This design comes from an exercise in tuning for small area on the open sky130 flow, not from production work.
RTL that was checked went through simulation tests only; none was proved equivalent to the original.
Power and IR drop assume default switching activity.

==> run a: inputs <==
## freq_shift
module freq_shift
  (input                clk,
   input                rst,
   input                m_axis_tvalid,
   input [11:0]         freq_step,
   input                freq_step_valid,
   input                neg_shift,
   input signed [11:0]  xi,
   input signed [11:0]  xq,
   output               s_axis_tready,
   input                m_axis_tready,
   output signed [11:0] i,
   output signed [11:0] q,
   output               s_axis_tvalid);
export LEC_CHECK = 0
export CAP_MARGIN = 20
export CORE_MARGIN = 2
export CORE_UTILIZATION = 40
export SLEW_MARGIN = 20
create_clock -name core_clock -period 6.0 [get_ports {clk}]
run.sh (not shown) runs the stock make flow with config.mk's settings and CLKGATE_MAP_FILE= SYNTH_SCRIPT=/design/flow/synth_recipe.tcl, a recipe that flattens the netlist after the stock synthesis.
==> run b (differences from run a) <==
--- a/flow/design.v
+++ b/flow/design.v
@@ -4,25 +4,27 @@
    input             rst,
    input             m_axis_tready,
    input             m_axis_tvalid,
    input [11:0]      xi,
    input [11:0]      xq,
    input [7:0]       yi,
    input [7:0]       yq,
+   input [12:0]      xd,
+   input [12:0]      xs,
    input             din_zero,
    output reg        s_axis_tready,
    output [11:0]     i,
    output [11:0]     q,
    output reg        s_axis_tvalid);
    reg [2:0]         pipeline;
    reg [23:0]        sa, sb, sc, sd;
    reg               za, zb, zc;
    wire [11:0]       pi, pq;
    wire              load = m_axis_tvalid & s_axis_tready;
-   cmul mul(.x(xi), .y(xq), .c(yi), .s(yq), .i(pi), .q(pq));
+   cmul mul(.x(xi), .y(xq), .c(yi), .s(yq), .d(xd), .e(xs), .i(pi), .q(pq));
    assign i = sd[23:12];
    assign q = sd[11:0];
    always @(posedge clk) begin
       if (rst) begin
          pipeline <= 3'b0;
          s_axis_tvalid <= 1'b0;
          s_axis_tready <= 1'b0;
@@ -55,23 +57,23 @@
    end
 endmodule
 module cmul
   (input signed [11:0] x,
    input signed [11:0] y,
    input signed [7:0]  c,
    input signed [7:0]  s,
+   input [12:0]        d,
+   input [12:0]        e,
    output [11:0]       i,
    output [11:0]       q);
    wire [7:0]          ax = c & ~s;
    wire [7:0]          bx = ~c & s;
    wire [7:0]          cx = c & s;
    wire [12:0]         xe = {x[11], x};
    wire [12:0]         ye = {y[11], y};
-   wire [12:0]         d = xe - ye;
-   wire [12:0]         e = xe + ye;
    wire i_pp1, i_pp2, i_pp3, i_pp4, i_pp5, i_pp6, i_pp7, i_pp8, i_pp9, i_pp10, i_pp11, i_pp12, i_pp13, i_pp14, i_pp15, i_pp16, i_pp17, i_pp18, i_pp19, i_pp20, i_pp21, i_pp22, i_pp23, i_pp24, i_pp25, i_pp26, i_pp27, i_pp28, i_pp29, i_pp30, i_pp31, i_pp32, i_pp33, i_pp34, i_pp35, i_pp36, i_pp37, i_pp38, i_pp39, i_pp40, i_pp41, i_pp42, i_pp43, i_pp44, i_pp45, i_pp46, i_pp47, i_pp48, i_pp49, i_pp50, i_pp51, i_pp52, i_pp53, i_pp54, i_pp55, i_pp56, i_pp57, i_pp58, i_pp59, i_pp60, i_pp61, i_pp62, i_pp63, i_pp64, i_pp65, i_pp66, i_pp67, i_pp68, i_pp69, i_pp70, i_pp71, i_pp72, i_pp73, i_pp74, i_pp75, i_pp76, i_pp77, i_pp78, i_pp79, i_pp80, i_pp81, i_pp82, i_pp83, i_pp84, i_pp85, i_pp86, i_pp87, i_pp88, i_pp89, i_pp90, i_pp91, i_pp92, i_pp93, i_pp94, i_pp95, i_pp96, i_pp97, i_pp98, i_pp99, i_pp100, i_pp101, i_pp102, i_pp103, i_pp104, i_cr105, i_cr106, i_cr107, i_cr108, i_cr109, i_cr110, i_cr111, i_cr112, i_s113, i_c114, i_s115, i_c116, i_s117, i_c118, i_s119, i_c120, i_s121, i_c122, i_s123, i_c124, i_s125, i_c126, i_s127, i_c128, i_s129, i_c130, i_s131, i_c132, i_s133, i_c134, i_s135, i_c136, i_s137, i_c138, i_s139, i_c140, i_s141, i_c142, i_s143, i_c144, i_s145, i_c146, i_s147, i_c148, i_s149, i_c150, i_s151, i_c152, i_s153, i_c154, i_s155, i_c156, i_s157, i_c158, i_s159, i_c160, i_s161, i_c162, i_s163, i_c164, i_s165, i_c166, i_s167, i_c168, i_s169, i_c170, i_s171, i_c172, i_s173, i_c174, i_s175, i_c176, i_s177, i_c178, i_s179, i_c180, i_s181, i_c182, i_s183, i_c184, i_s185, i_c186, i_s187, i_c188, i_s189, i_c190, i_s191, i_c192, i_s193, i_c194, i_s195, i_c196, i_s197, i_c198, i_s199, i_c200, i_s201, i_c202, i_s203, i_c204, i_s205, i_c206, i_s207, i_c208, i_s209, i_c210, i_s211, i_c212, i_s213, i_c214, i_s215, i_c216, i_s217, i_c218, i_s219, i_c220, i_s221, i_c222, i_s223, i_c224, i_s225, i_c226, i_s227, i_c228, i_s229, i_c230, i_s231, i_c232, i_s233, i_c234, i_s235, i_c236, i_s237, i_c238, i_s239, i_c240, i_s241, i_c242, i_s243, i_c244, i_s245, i_c246, i_s247, i_c248, i_s249, i_c250, i_s251, i_c252, i_s253, i_c254, i_s255, i_c256, i_s257, i_c258, i_s259, i_c260, i_s261, i_c262, i_s263, i_c264, i_s265, i_c266, i_s267, i_c268, i_s269, i_c270, i_s271, i_c272, i_s273, i_c274, i_s275, i_c276, i_s277, i_c278, i_s279, i_c280, q_pp281, q_pp282, q_pp283, q_pp284, q_pp285, q_pp286, q_pp287, q_pp288, q_pp289, q_pp290, q_pp291, q_pp292, q_pp293, q_pp294, q_pp295, q_pp296, q_pp297, q_pp298, q_pp299, q_pp300, q_pp301, q_pp302, q_pp303, q_pp304, q_pp305, q_pp306, q_pp307, q_pp308, q_pp309, q_pp310, q_pp311, q_pp312, q_pp313, q_pp314, q_pp315, q_pp316, q_pp317, q_pp318, q_pp319, q_pp320, q_pp321, q_pp322, q_pp323, q_pp324, q_pp325, q_pp326, q_pp327, q_pp328, q_pp329, q_pp330, q_pp331, q_pp332, q_pp333, q_pp334, q_pp335, q_pp336, q_pp337, q_pp338, q_pp339, q_pp340, q_pp341, q_pp342, q_pp343, q_pp344, q_pp345, q_pp346, q_pp347, q_pp348, q_pp349, q_pp350, q_pp351, q_pp352, q_pp353, q_pp354, q_pp355, q_pp356, q_pp357, q_pp358, q_pp359, q_pp360, q_pp361, q_pp362, q_pp363, q_pp364, q_pp365, q_pp366, q_pp367, q_pp368, q_pp369, q_pp370, q_pp371, q_pp372, q_pp373, q_pp374, q_pp375, q_pp376, q_pp377, q_pp378, q_pp379, q_pp380, q_pp381, q_pp382, q_pp383, q_pp384, q_cr385, q_s386, q_c387, q_s388, q_c389, q_s390, q_c391, q_s392, q_c393, q_s394, q_c395, q_s396, q_c397, q_s398, q_c399, q_s400, q_c401, q_s402, q_c403, q_s404, q_c405, q_s406, q_c407, q_s408, q_c409, q_s410, q_c411, q_s412, q_c413, q_s414, q_c415, q_s416, q_c417, q_s418, q_c419, q_s420, q_c421, q_s422, q_c423, q_s424, q_c425, q_s426, q_c427, q_s428, q_c429, q_s430, q_c431, q_s432, q_c433, q_s434, q_c435, q_s436, q_c437, q_s438, q_c439, q_s440, q_c441, q_s442, q_c443, q_s444, q_c445, q_s446, q_c447, q_s448, q_c449, q_s450, q_c451, q_s452, q_c453, q_s454, q_c455, q_s456, q_c457, q_s458, q_c459, q_s460, q_c461, q_s462, q_c463, q_s464, q_c465, q_s466, q_c467, q_s468, q_c469, q_s470, q_c471, q_s472, q_c473, q_s474, q_c475, q_s476, q_c477, q_s478, q_c479, q_s480, q_c481, q_s482, q_c483, q_s484, q_c485, q_s486, q_c487, q_s488, q_c489, q_s490, q_c491, q_s492, q_c493, q_s494, q_c495, q_s496, q_c497, q_s498, q_c499, q_s500, q_c501, q_s502, q_c503, q_s504, q_c505, q_s506, q_c507, q_s508, q_c509, q_s510, q_c511, q_s512, q_c513, q_s514, q_c515, q_s516, q_c517, q_s518, q_c519, q_s520, q_c521, q_s522, q_c523, q_s524, q_c525, q_s526, q_c527, q_s528, q_c529, q_s530, q_c531;
    assign i_pp1 = (ax[0] & xe[0]) | (bx[0] & ~ye[0]) | (cx[0] & d[0]);
    assign i_pp2 = (ax[0] & xe[1]) | (bx[0] & ~ye[1]) | (cx[0] & d[1]);
    assign i_pp3 = (ax[0] & xe[2]) | (bx[0] & ~ye[2]) | (cx[0] & d[2]);
    assign i_pp4 = (ax[0] & xe[3]) | (bx[0] & ~ye[3]) | (cx[0] & d[3]);
    assign i_pp5 = (ax[0] & xe[4]) | (bx[0] & ~ye[4]) | (cx[0] & d[4]);
    assign i_pp6 = (ax[0] & xe[5]) | (bx[0] & ~ye[5]) | (cx[0] & d[5]);
@@ -836,14 +838,15 @@
    wire                 mult_tready;
    reg                  sig_tvalid_buff;
    reg                  mult_tready_buff;
    reg                  tvalid_buff;
    reg                  neg_shift_buff;
    reg [11:0]           xi_buff, xq_buff;
    reg [7:0]            cosine_buff, sine_buff;
+   reg [12:0]           xd_buff, xs_buff;
    reg                  buff_zero;
    sig_gen fq_sig_gen(.clk(clk), .rst(rst),
                       .m_axis_freq_step_tvalid(freq_step_valid),
                       .freq_step(freq_step),
                       .m_axis_data_tready(m_axis_tvalid),
                       .freq_step_set0(freq_step_set),
                       .s_axis_data_tvalid(sig_tvalid),
@@ -867,22 +870,25 @@
    end
    always @(posedge clk) begin
       if (freq_step_valid)
         neg_shift_buff <= neg_shift;
       if (load) begin
          xi_buff <= xi;
          xq_buff <= xq;
+         xd_buff <= {xi[11], xi} - {xq[11], xq};
+         xs_buff <= {xi[11], xi} + {xq[11], xq};
          cosine_buff <= cosine;
          sine_buff <= sine;
       end
    end
    assign s_axis_tready = mult_tready_buff & freq_step_set;
    cpx_multiply freq_mult(.clk(clk), .rst(rst),
                           .m_axis_tready(m_axis_tready),
                           .m_axis_tvalid(sig_tvalid_buff & tvalid_buff),
                           .xi(xi_buff), .xq(xq_buff),
                           .yi(cosine_buff), .yq(sine_buff),
+                          .xd(xd_buff), .xs(xs_buff),
                           .din_zero(buff_zero),
                           .s_axis_tready(mult_tready),
                           .i(i), .q(q),
                           .s_axis_tvalid(s_axis_tvalid));
 endmodule
Settings changed: ABC_AREA set to 1, CTS_BUF_LIST set to sky130_fd_sc_hd__clkbuf_4.
==> notes.md <==
The flow ran to the end and the layout has no timing, DRC or antenna violations. The net switching share of the total power came out at 0.456. The sum of negative setup slack came out at 0 ns. Including well taps, the total number of placed cells is 2817. The count of nets after finishing is 2564. The sum of met3 wire segment lengths after detailed routing is 5920 um.

The register fraction of the total cell area is 0.288. Synthesis produced a netlist with a net count of 2487. The fraction of power consumed by the clock network came out at 0.145.

The slowest cell on the critical path is nand2_1. Across every metal layer, demand over resource in global routing totals 0.234. In this run the most critical hold path is launched from freq_mult.sa[9]$_DFFE_PP_. The routed length on met2 is 24500 um.
-- figures above: run b

==> notes.md <==
The run finished, with violations left. In this run the layout check failures are setup timing. The cell total after placement is 2846. The least setup slack across all paths after layout is -0.510 ns. The fraction of power consumed by the clock network is 0.103. In the detailed route, the total length drawn on met2 is 27300 um.

The final setup violation count came out at 11. The global routing usage summed across all routing layers is 0.237. The worst hold path begins at freq_mult.sb[17]$_DFFE_PP_. Registers represent a cell area share of 0.230.

The sum of met3 wire segment lengths after detailed routing came out at 5060 um. Of the total power, the share spent switching nets is 0.409. The count of nets after finishing is 2574.
-- figures above: run a

No functional check of the RTL was part of run a.

static timing again, ports no longer ideal:
The flow's constraints put no driver on any port. The routed layouts listed below were extracted and timed again, unchanged, in two steps.
Step 1 assumes that a clkbuf_16 drives the clock port and a buf_2 every other input.
Step 2 moves the port delays by t, midway between the first and last clock arrival at a register: inputs arrive t later, outputs are due t later. That takes back most of the time a late clock gives input paths.
Slacks: no drivers / after step 1 / after step 2; pairs: no drivers / after step 1.
| run | t (ns) | slack for setup (ns) | clock arrival spread, ns | slew at the worst register clock pin (ns) |
|---|---|---|---|---|
| run a | 0.537 | -0.510 / -0.510 / -0.510 | 0.022 / 0.022 | 0.08 / 0.08 |
| run b | 0.832 | 0.704 / 0.704 / 0.704 | 0.072 / 0.073 | 0.07 / 0.07 |
